Background: an optimization exercise with open tools, aiming at small area. Do not read the settings as production practice.
RTL that was checked went through simulation tests only; none was proved equivalent to the original.
Power figures rest on the tool's default switching activity, not on a simulated workload.

Setup of run A:
==> flow/design.v (excerpt) <==
module miniCPU (
    input [17:0] switches,
    input ligar,
    input enviar,
    input clk,
    input rst_n,
    output [7:0] LCD_DATA,
    output LCD_RS,
    output LCD_RW,
    output LCD_EN,
    output LCD_ON,
    output LCD_BLON
);
export LEC_CHECK = 0
export ABC_AREA = 1
export CAP_MARGIN = 20
export CORE_MARGIN = 2
export CORE_UTILIZATION = 55
export SLEW_MARGIN = 20
create_clock -name core_clock -period 20.0 [get_ports {clk}]
standard.sh (not shown) runs the stock make flow with config.mk's settings and CLKGATE_MAP_FILE= SYNTH_SCRIPT=/design/flow/synth_recipe.tcl, a recipe that flattens the netlist after the stock synthesis.
==> flow/flow/run.sh <==
#!/bin/bash
# Standard synthesis, then a stronger ABC area pass over the combinational
# logic only (flip-flops, adders and tie cells are kept as they are, with
# their names), then the standard layout from that netlist with the extra
# make settings in flow/params.sh (clock-tree and port-buffer options).
set -euo pipefail
WORK=$(pwd)
R=$WORK/orfs/results/${FLOW_PLATFORM}/miniCPU/base
LIB=$FLOW_HOME/platforms/${FLOW_PLATFORM}/lib/sky130_fd_sc_hd__tt_025C_1v80.lib
source "$WORK/flow/params.sh"

bash standard.sh synth > synth_standard.log 2>&1
cp "$R/1_2_yosys.v" "$WORK/1_2_yosys.standard.v"

DU=$(sed -n '/DONT_USE_CELLS/,/^$/p' "$FLOW_HOME/platforms/${FLOW_PLATFORM}/config.mk" | tr -d '\\' \
     | grep -o 'sky130_fd_sc_hd__[a-z0-9_]*' | sed 's/^/-dont_use /' | tr '\n' ' ')
cp "$WORK/flow/reopt.abc" "$WORK/reopt.abc"
cat > "$WORK/reopt.ys" <<EOY
read_liberty -wb -ignore_miss_func $LIB
read_verilog $WORK/1_2_yosys.standard.v
hierarchy -top $FLOW_TOP
blackbox =sky130_fd_sc_hd__*df* =sky130_fd_sc_hd__fa_* =sky130_fd_sc_hd__ha_* =sky130_fd_sc_hd__conb_*
flatten -wb
opt_clean
abc -liberty $LIB $DU -script $WORK/reopt.abc
opt_clean -purge
read_liberty -lib -overwrite $LIB
hierarchy -top $FLOW_TOP
splitnets
opt_clean -purge
hilomap -singleton -hicell sky130_fd_sc_hd__conb_1 HI -locell sky130_fd_sc_hd__conb_1 LO
insbuf -buf sky130_fd_sc_hd__buf_4 A X
opt_clean -purge
check -assert -mapped
stat -liberty $LIB
write_verilog -noattr -nohex -nodec $WORK/1_2_yosys.reopt.v
EOY
yosys -s "$WORK/reopt.ys" > reopt.log 2>&1
cp "$WORK/1_2_yosys.reopt.v" "$R/1_2_yosys.v"
rm -f "$R/1_synth.odb" "$R/1_synth.sdc"
bash standard.sh "${LAYOUT_VARS[@]}" finish > layout.log 2>&1
==> flow/flow/params.sh <==
# extra make settings for the layout steps
LAYOUT_VARS=(
  "CTS_ARGS=-sink_clustering_enable -repair_clock_nets -dont_use_dummy_load -sink_clustering_size 30 -sink_clustering_max_diameter 100"
  "BUFFER_PORTS_ARGS=-buffer_cell sky130_fd_sc_hd__buf_1"
)
==> flow/flow/reopt.abc <==
strash;&get -n;&deepsyn -T 60;&put;&get -n;&dch -f;&nf -R 1000;&put
Input changes introduced in run B (baseline for comparison: run A):
# run A
export LEC_CHECK = 0
export ABC_AREA = 1
export CAP_MARGIN = 20
export CORE_MARGIN = 2
export CORE_UTILIZATION = 55
export SLEW_MARGIN = 20
create_clock -name core_clock -period 20.0 [get_ports {clk}]
# run B
export LEC_CHECK = 0
export ABC_AREA = 1
export CAP_MARGIN = 20
export CORE_MARGIN = 2
export CORE_UTILIZATION = 55
export GPL_TIMING_DRIVEN = 0
export SLEW_MARGIN = 20
create_clock -name core_clock -period 20.0 [get_ports {clk}]
==> flow/flow/params.sh <==
# extra make settings for the layout steps
LAYOUT_VARS=(
  "CTS_ARGS=-sink_clustering_enable -repair_clock_nets -dont_use_dummy_load -sink_clustering_size 26 -sink_clustering_max_diameter 90"
  "BUFFER_PORTS_ARGS=-buffer_cell sky130_fd_sc_hd__buf_1"
)
Notes after the runs:
Run A → run B: post-route clock period utilization higher; area used by multi-input combinational logic higher.
Clock-buffer cell count (run B over run A): increase, 2
Area growth from synthesis to layout | run B above run A
Re routed wire length: run A was higher than run B.
Run B: setup slack of the worst register-to-register path lower than run A
| number of DRC markers after the initial detailed-route iteration | run B vs run A | better |
Cell count (run B over run A): decrease, 13
Compared with run A, run B ends up with more cell area.
Run B ended up with LCD.digit[0] as its last element of the critical path; run A ended up with LCD.digit[2].
NOTE: post-layout minimum cycle time in run B exceeds that of run A
Max freq run A -> run B: degraded
Input-level comparison between run C and run B:
# run B
export LEC_CHECK = 0
export ABC_AREA = 1
export CAP_MARGIN = 20
export CORE_MARGIN = 2
export CORE_UTILIZATION = 55
export GPL_TIMING_DRIVEN = 0
export SLEW_MARGIN = 20
create_clock -name core_clock -period 20.0 [get_ports {clk}]
# run C
export LEC_CHECK = 0
export ABC_AREA = 1
export CAP_MARGIN = 0
export CORE_MARGIN = 2
export CORE_UTILIZATION = 65
export SLEW_MARGIN = 0
create_clock -name core_clock -period 20.0 [get_ports {clk}]
==> flow/flow/params.sh <==
# extra make settings for the layout steps
LAYOUT_VARS=(
  "CTS_ARGS=-sink_clustering_enable -repair_clock_nets -dont_use_dummy_load -sink_clustering_size 24 -sink_clustering_max_diameter 80"
  "BUFFER_PORTS_ARGS=-buffer_cell sky130_fd_sc_hd__buf_1"
)
==> comparison <==
Via-per-instance ratio, run C vs run B: up by a few percent
Comparing combinational share of power for run B and run C, the smaller number came from run C.
Cells: run C has fewer instances than run B
Total non-filler cell area in the finished layout: run C < run B
Delta (run C minus run B): overall routing resource usage grew by 4.8 points; via count grew by 42; tightest hold margin shrank by 0.017 ns.
Relative to run C, the following input files were edited for run D:
# run C
export LEC_CHECK = 0
export ABC_AREA = 1
export CAP_MARGIN = 0
export CORE_MARGIN = 2
export CORE_UTILIZATION = 65
export SLEW_MARGIN = 0
create_clock -name core_clock -period 20.0 [get_ports {clk}]
# run D
export LEC_CHECK = 0
export ABC_AREA = 1
export CAP_MARGIN = 20
export CORE_MARGIN = 2
export CORE_UTILIZATION = 55
export GPL_ROUTABILITY_DRIVEN = 0
export GPL_TIMING_DRIVEN = 0
export SLEW_MARGIN = 20
create_clock -name core_clock -period 20.0 [get_ports {clk}]
--- a/flow/flow/run.sh
+++ b/flow/flow/run.sh
@@ -30,5 +30,5 @@
 opt_clean -purge
 hilomap -singleton -hicell sky130_fd_sc_hd__conb_1 HI -locell sky130_fd_sc_hd__conb_1 LO
-insbuf -buf sky130_fd_sc_hd__buf_4 A X
+insbuf -buf sky130_fd_sc_hd__buf_1 A X
 opt_clean -purge
 check -assert -mapped
==> flow/flow/params.sh <==
# extra make settings for the layout steps
LAYOUT_VARS=(
  "CTS_ARGS=-sink_clustering_enable -repair_clock_nets -dont_use_dummy_load -sink_clustering_size 26 -sink_clustering_max_diameter 90 -buf_list {sky130_fd_sc_hd__clkbuf_8 sky130_fd_sc_hd__clkbuf_16}"
  "BUFFER_PORTS_ARGS=-buffer_cell sky130_fd_sc_hd__buf_1"
)
==> comparison <==
From run C to run D the numbers moved as follows: proportion of cell area occupied by multi-input gates went up by 0.29 points, estimated wirelength of the detail-placed design went up by about 8%, post-layout instance area went up by about 1.8%, combinational power went up by about 5%.
Run D ended up with a higher area of the die than run C did.
Standard cell with the maximum stage delay on the critical path = a31oi_1: run D; standard cell with the maximum stage delay on the critical path = nand2_1: run C
No functional check of the RTL was part of any run of this note.

---

Setup of try-amber:
miniCPU, a different RTL version from the one above (not shown whole).
Size: roughly 14,000 sq um of cells after synthesis.
// miniCPU
module miniCPU (
    input [17:0] switches,
    input ligar,
    input enviar,
    input clk,
    input rst_n,
    output [7:0] LCD_DATA,
    output LCD_RS,
    output LCD_RW,
    output LCD_EN,
    output LCD_ON,
    output LCD_BLON
);
    wire [2:0] opcode = switches[17:15];
    wire [3:0] reg_dest = switches[14:11];
    wire [3:0] reg_input1 = switches[10:7];
    wire [3:0] reg_input2 = switches[6:3];
    wire signal = switches[6];
    wire [15:0] imm_ones = {{10{signal}}, switches[5:0] ^ {6{signal}}};
    localparam [2:0] LOAD = 3'b000, ADD = 3'b001, ADDI = 3'b010, SUB = 3'b011,
                     SUBI = 3'b100, MUL = 3'b101, CLEAR = 3'b110, DISPLAY = 3'b111;
    localparam [2:0] IDLE = 3'b000, EXECUTE = 3'b001, WRITE = 3'b010, WAIT_MORE = 3'b011,
                     W1_NONE = 3'b100, W1_WRITE = 3'b101, W1_CLEAR = 3'b110;
    localparam [1:0] SEL_ADD = 2'b00, SEL_SUB = 2'b01, SEL_MUL = 2'b10, SEL_PASS = 2'b11;
    reg [2:0] state;
    wire lcd_start_signal = state[2];
    wire write_enable = state[2] & state[0];
    wire soft_reset = state[2] & state[1];
    reg [15:0] work;
    reg [1:0] alu_selector;
    wire [15:0] mem_read_data;
    wire [15:0] alu_result;
    reg ligar_high;
    always @(posedge clk or negedge ligar)
        if (~ligar) ligar_high <= 1'b0;
        else ligar_high <= 1'b1;
    wire memory_clear = ~ligar_high | soft_reset;
    wire executing = (state == EXECUTE);
    wire writing = (state == WRITE);
    wire [3:0] read_addr = executing ? reg_input2 : reg_input1;
    memoryCPU Memo (
        .clock(clk),
        .clear(memory_clear),
        .regWrite(write_enable),
        .write_reg_addr(reg_dest),
        .write_data(work),
        .read_reg_addr(read_addr),
        .read_data(mem_read_data)
    );
    wire op_rr = (opcode == ADD) | (opcode == SUB);
    wire w_load = (opcode == LOAD);
    wire w_pass = (opcode == DISPLAY) | (alu_selector == SEL_PASS);
    wire w_op = ~w_load & ~w_pass;
    wire cpu_alu = executing | writing;
    wire ext = ~cpu_alu;
  ...
clock: 20.0 ns
lec_check: 0
abc_area: 1
cap_margin: 20
core_margin: 2
core_utilization: 55
slew_margin: 20
==> flow/flow/run.sh <==
#!/bin/bash
# Standard synthesis, then a stronger ABC area pass over the combinational
# logic only (flip-flops, adders and tie cells are kept as they are, with
# their names), then the standard layout from that netlist with the extra
# make settings in flow/params.sh (clock-tree and port-buffer options).
set -euo pipefail
WORK=$(pwd)
R=$WORK/orfs/results/${FLOW_PLATFORM}/miniCPU/base
LIB=$FLOW_HOME/platforms/${FLOW_PLATFORM}/lib/sky130_fd_sc_hd__tt_025C_1v80.lib
source "$WORK/flow/params.sh"

bash standard.sh synth > synth_standard.log 2>&1
cp "$R/1_2_yosys.v" "$WORK/1_2_yosys.standard.v"

DU=$(sed -n '/DONT_USE_CELLS/,/^$/p' "$FLOW_HOME/platforms/${FLOW_PLATFORM}/config.mk" | tr -d '\\' \
     | grep -o 'sky130_fd_sc_hd__[a-z0-9_]*' | sed 's/^/-dont_use /' | tr '\n' ' ')
cp "$WORK/flow/reopt.abc" "$WORK/reopt.abc"
cat > "$WORK/reopt.ys" <<EOY
read_liberty -wb -ignore_miss_func $LIB
read_verilog $WORK/1_2_yosys.standard.v
hierarchy -top $FLOW_TOP
blackbox =sky130_fd_sc_hd__*df* =sky130_fd_sc_hd__fa_* =sky130_fd_sc_hd__ha_* =sky130_fd_sc_hd__conb_*
flatten -wb
opt_clean
abc -liberty $LIB $DU -script $WORK/reopt.abc
opt_clean -purge
read_liberty -lib -overwrite $LIB
hierarchy -top $FLOW_TOP
splitnets
opt_clean -purge
hilomap -singleton -hicell sky130_fd_sc_hd__conb_1 HI -locell sky130_fd_sc_hd__conb_1 LO
insbuf -buf sky130_fd_sc_hd__buf_1 A X
opt_clean -purge
check -assert -mapped
stat -liberty $LIB
write_verilog -noattr -nohex -nodec $WORK/1_2_yosys.reopt.v
EOY
yosys -s "$WORK/reopt.ys" > reopt.log 2>&1
cp "$WORK/1_2_yosys.reopt.v" "$R/1_2_yosys.v"
rm -f "$R/1_synth.odb" "$R/1_synth.sdc"
bash standard.sh "${LAYOUT_VARS[@]}" finish > layout.log 2>&1
==> flow/flow/params.sh <==
# extra make settings for the layout steps
LAYOUT_VARS=(
  "CTS_ARGS=-sink_clustering_enable -repair_clock_nets -dont_use_dummy_load -sink_clustering_size 28 -sink_clustering_max_diameter 100"
  "BUFFER_PORTS_ARGS=-buffer_cell sky130_fd_sc_hd__buf_1"
)
Scripts as last shown in full above: flow/flow/reopt.abc
try-amber finished every step from synthesis to the final layout, and the layout passed the timing, design-rule and antenna checks.
#### Input delta (try-maple over try-amber)
--- a/flow/flow/run.sh
+++ b/flow/flow/run.sh
@@ -1,6 +1,7 @@
 #!/bin/bash
 # Standard synthesis, then a stronger ABC area pass over the combinational
-# logic only (flip-flops, adders and tie cells are kept as they are, with
-# their names), then the standard layout from that netlist with the extra
+# logic only (flip-flops, full adders and tie cells are kept as they are, with
+# their names), a larger drive strength for the drivers of high-fanout nets,
+# then the standard layout from that netlist with the extra
 # make settings in flow/params.sh (clock-tree and port-buffer options).
 set -euo pipefail
@@ -20,5 +21,5 @@
 read_verilog $WORK/1_2_yosys.standard.v
 hierarchy -top $FLOW_TOP
-blackbox =sky130_fd_sc_hd__*df* =sky130_fd_sc_hd__fa_* =sky130_fd_sc_hd__ha_* =sky130_fd_sc_hd__conb_*
+blackbox =sky130_fd_sc_hd__*df* =sky130_fd_sc_hd__fa_* =sky130_fd_sc_hd__conb_*
 flatten -wb
 opt_clean
@@ -37,5 +38,6 @@
 EOY
 yosys -s "$WORK/reopt.ys" > reopt.log 2>&1
-cp "$WORK/1_2_yosys.reopt.v" "$R/1_2_yosys.v"
+python3 "$WORK/flow/upsize.py" "$LIB" "$WORK/1_2_yosys.reopt.v" "$WORK/1_2_yosys.upsized.v" 14 $DU > upsize.log 2>&1
+cp "$WORK/1_2_yosys.upsized.v" "$R/1_2_yosys.v"
 rm -f "$R/1_synth.odb" "$R/1_synth.sdc"
 bash standard.sh "${LAYOUT_VARS[@]}" finish > layout.log 2>&1
==> flow/flow/reopt.abc <==
strash;&get -n;&deepsyn -T 60;&put;&get -n;&dch -f;&nf -R 1000;&put;&get -n;&dch -f;&nf -R 1000;&put
==> flow/flow/upsize.py (new file) <==
#!/usr/bin/env python3
"""Give the combinational drivers of high-fanout nets the next drive strength
(X_0/X_1 -> X_2, same pins), so that placement repair needs fewer buffers.
usage: upsize.py liberty netlist_in netlist_out min_fanout"""
import re, sys

lib, src, dst, min_fanout = sys.argv[1], sys.argv[2], sys.argv[3], int(sys.argv[4])
cells = set(re.findall(r'^\s*cell\s*\(\s*"?(sky130_fd_sc_hd__\w+)"?\s*\)', open(lib).read(), re.M))
dont_use = set(sys.argv[5:])
txt = open(src).read()
inst = re.compile(r'(sky130_fd_sc_hd__\w+)(\s+\S+\s*\()(.*?)(\);)', re.S)
outs = ('X', 'Y')
fanout, driver = {}, {}
for m in inst.finditer(txt):
    for p, n in re.findall(r'\.(\w+)\(([^)]*)\)', m.group(3)):
        n = n.strip()
        if p in outs:
            driver[n] = m.group(1)
        else:
            fanout[n] = fanout.get(n, 0) + 1
big = {n for n, f in fanout.items() if f >= min_fanout}

def repl(m):
    typ, body = m.group(1), m.group(3)
    if re.search(r'__(df|edf|sdf|dl|fa_|ha_|conb)', typ):
        return m.group(0)
    pins = dict(re.findall(r'\.(\w+)\(([^)]*)\)', body))
    o = [pins[p].strip() for p in outs if p in pins]
    base = re.match(r'(sky130_fd_sc_hd__\w+?)_(\d+)$', typ)
    if o and o[0] in big and base and int(base.group(2)) < 2:
        new = base.group(1) + '_2'
        if new in cells and new not in dont_use:
            return new + m.group(2) + body + m.group(4)
    return m.group(0)

open(dst, 'w').write(inst.sub(repl, txt))
Results
When the final numbers for try-amber and try-maple were put side by side, the remaining max-slew budget at the tightest pin turned out to be greater in try-amber.
try-maple: slack of the critical path is 0.18 ns higher than what try-amber reported.
Measured against try-maple, the non-clock buffer count of try-amber comes out at 1.2 times the reference value.
Taking try-amber as the reference, in try-maple count of flip-flops and latches flat; power per unit of standard cell area up 7.5 nW/um^2; wire length down 4.2%; switching share of power down 0.32 points; post-placement cell count down 3.6%.
try-maple against try-amber: layout overhead on the synthesized area went down; cell count decreased 3.6%; total cell area at the placement stage shrank by 450 sq um.
Changes in try-zinc relative to try-maple:
# try-maple
export LEC_CHECK = 0
export ABC_AREA = 1
export CAP_MARGIN = 20
export CORE_MARGIN = 2
export CORE_UTILIZATION = 55
export SLEW_MARGIN = 20
create_clock -name core_clock -period 20.0 [get_ports {clk}]
# try-zinc
export LEC_CHECK = 0
export ABC_AREA = 1
export CAP_MARGIN = 20
export CORE_MARGIN = 2
export CORE_UTILIZATION = 60
export SLEW_MARGIN = 20
create_clock -name core_clock -period 20.0 [get_ports {clk}]
--- a/flow/flow/run.sh
+++ b/flow/flow/run.sh
@@ -2,6 +2,5 @@
 # Standard synthesis, then a stronger ABC area pass over the combinational
 # logic only (flip-flops, full adders and tie cells are kept as they are, with
-# their names), a larger drive strength for the drivers of high-fanout nets,
-# then the standard layout from that netlist with the extra
+# their names), then the standard layout from that netlist with the extra
 # make settings in flow/params.sh (clock-tree and port-buffer options).
 set -euo pipefail
@@ -38,6 +37,5 @@
 EOY
 yosys -s "$WORK/reopt.ys" > reopt.log 2>&1
-python3 "$WORK/flow/upsize.py" "$LIB" "$WORK/1_2_yosys.reopt.v" "$WORK/1_2_yosys.upsized.v" 14 $DU > upsize.log 2>&1
-cp "$WORK/1_2_yosys.upsized.v" "$R/1_2_yosys.v"
+cp "$WORK/1_2_yosys.reopt.v" "$R/1_2_yosys.v"
 rm -f "$R/1_synth.odb" "$R/1_synth.sdc"
 bash standard.sh "${LAYOUT_VARS[@]}" finish > layout.log 2>&1
==> flow/flow/params.sh <==
# extra make settings for the layout steps
LAYOUT_VARS=(
  "CTS_ARGS=-sink_clustering_enable -repair_clock_nets -dont_use_dummy_load -sink_clustering_size 32 -sink_clustering_max_diameter 110"
  "BUFFER_PORTS_ARGS=-buffer_cell sky130_fd_sc_hd__buf_1"
)
removed: flow/flow/upsize.py
==> summary.txt <==
Status | try-zinc and try-maple | clean
Sequential share of layout area (lower): try-maple
Compared with try-maple, try-zinc shows die height that has gone down by a few percent.
Compared to try-maple, try-zinc has power share of the clock group 0.6 points lower.
Re non-clock buffer count: try-maple was lower than try-zinc.
Post-layout minimum cycle time: try-zinc vs try-maple down 0.67 ns
[try-zinc] power per cell area fell about 0.6% relative to try-maple
On try-zinc: last weighted congestion value of the routability-driven placer is about 3% lower than what try-maple gave.
Comparing wire length for try-zinc and try-maple, the bigger number came from try-maple.
Inputs modified between try-zinc and try-harbor:
# try-zinc
export LEC_CHECK = 0
export ABC_AREA = 1
export CAP_MARGIN = 20
export CORE_MARGIN = 2
export CORE_UTILIZATION = 60
export SLEW_MARGIN = 20
create_clock -name core_clock -period 20.0 [get_ports {clk}]
# try-harbor
export LEC_CHECK = 0
export ABC_AREA = 1
export CAP_MARGIN = 20
export CORE_MARGIN = 2
export CORE_UTILIZATION = 55
export SLEW_MARGIN = 20
create_clock -name core_clock -period 20.0 [get_ports {clk}]
==> flow/flow/params.sh <==
# extra make settings for the layout steps
LAYOUT_VARS=(
  "CTS_ARGS=-sink_clustering_enable -repair_clock_nets -dont_use_dummy_load -sink_clustering_size 28 -sink_clustering_max_diameter 100"
  "BUFFER_PORTS_ARGS=-buffer_cell sky130_fd_sc_hd__buf_1"
)
==> comparison <==
Across try-harbor and try-zinc, the outcome is the same: a clean finish for every run. Compared with try-zinc, in try-harbor insertion delay to the later sink of the worst-skew pair saw little to no change; power saw little to no change; sequential share of layout area saw a decrease; maximum buffer depth of the clock tree saw little to no change. try-harbor: cell area higher than try-zinc. Diff try-zinc -> try-harbor: period utilization saw an increase, post-detailed-routing wire length went up, number of global-route vias before repair now sits lower.

[static timing again, ports no longer ideal]
No port has a modelled driver above. Below, the same layouts with a new extraction and two added sets of constraints. Step 1 (the two cells are an assumption about what drives the block):
set clk [get_ports {clk}]
set_driving_cell -lib_cell sky130_fd_sc_hd__clkbuf_16 $clk
set_driving_cell -lib_cell sky130_fd_sc_hd__buf_2 [delete_from_list [all_inputs] $clk]
Step 2 times the ports against the registers' clock, not the clock port: input delays grow and output delays shrink by t, the midpoint of the rising clock arrivals with the driver on. a / b / c = ideal ports / drivers / drivers and shift; a / b = the first two.
| run | t (ns) | setup slack, ns | clock arrival spread, ns |
|---|---|---|---|
| run A | 0.534 | 4.973 / 4.992 / 4.457 | 0.055 / 0.055 |
| run B | 0.542 | 3.545 / 3.575 / 3.032 | 0.069 / 0.069 |
| run C | 0.548 | 5.174 / 5.201 / 4.652 | 0.072 / 0.071 |
| run D | 0.546 | 3.999 / 4.020 / 3.474 | 0.081 / 0.081 |
| try-amber | 0.547 | 5.106 / 5.136 / 4.589 | 0.059 / 0.059 |
| try-maple | 0.537 | 5.282 / 5.304 / 4.767 | 0.056 / 0.056 |
| try-zinc | 0.544 | 5.956 / 5.983 / 5.438 | 0.030 / 0.031 |
| try-harbor | 0.550 | 5.695 / 5.724 / 5.174 | 0.051 / 0.051 |
After both steps setup and hold are still met in every run listed. The setup slack of run D, which loses most, moves by +0.021 ns with the drivers and by -0.525 ns with both steps.
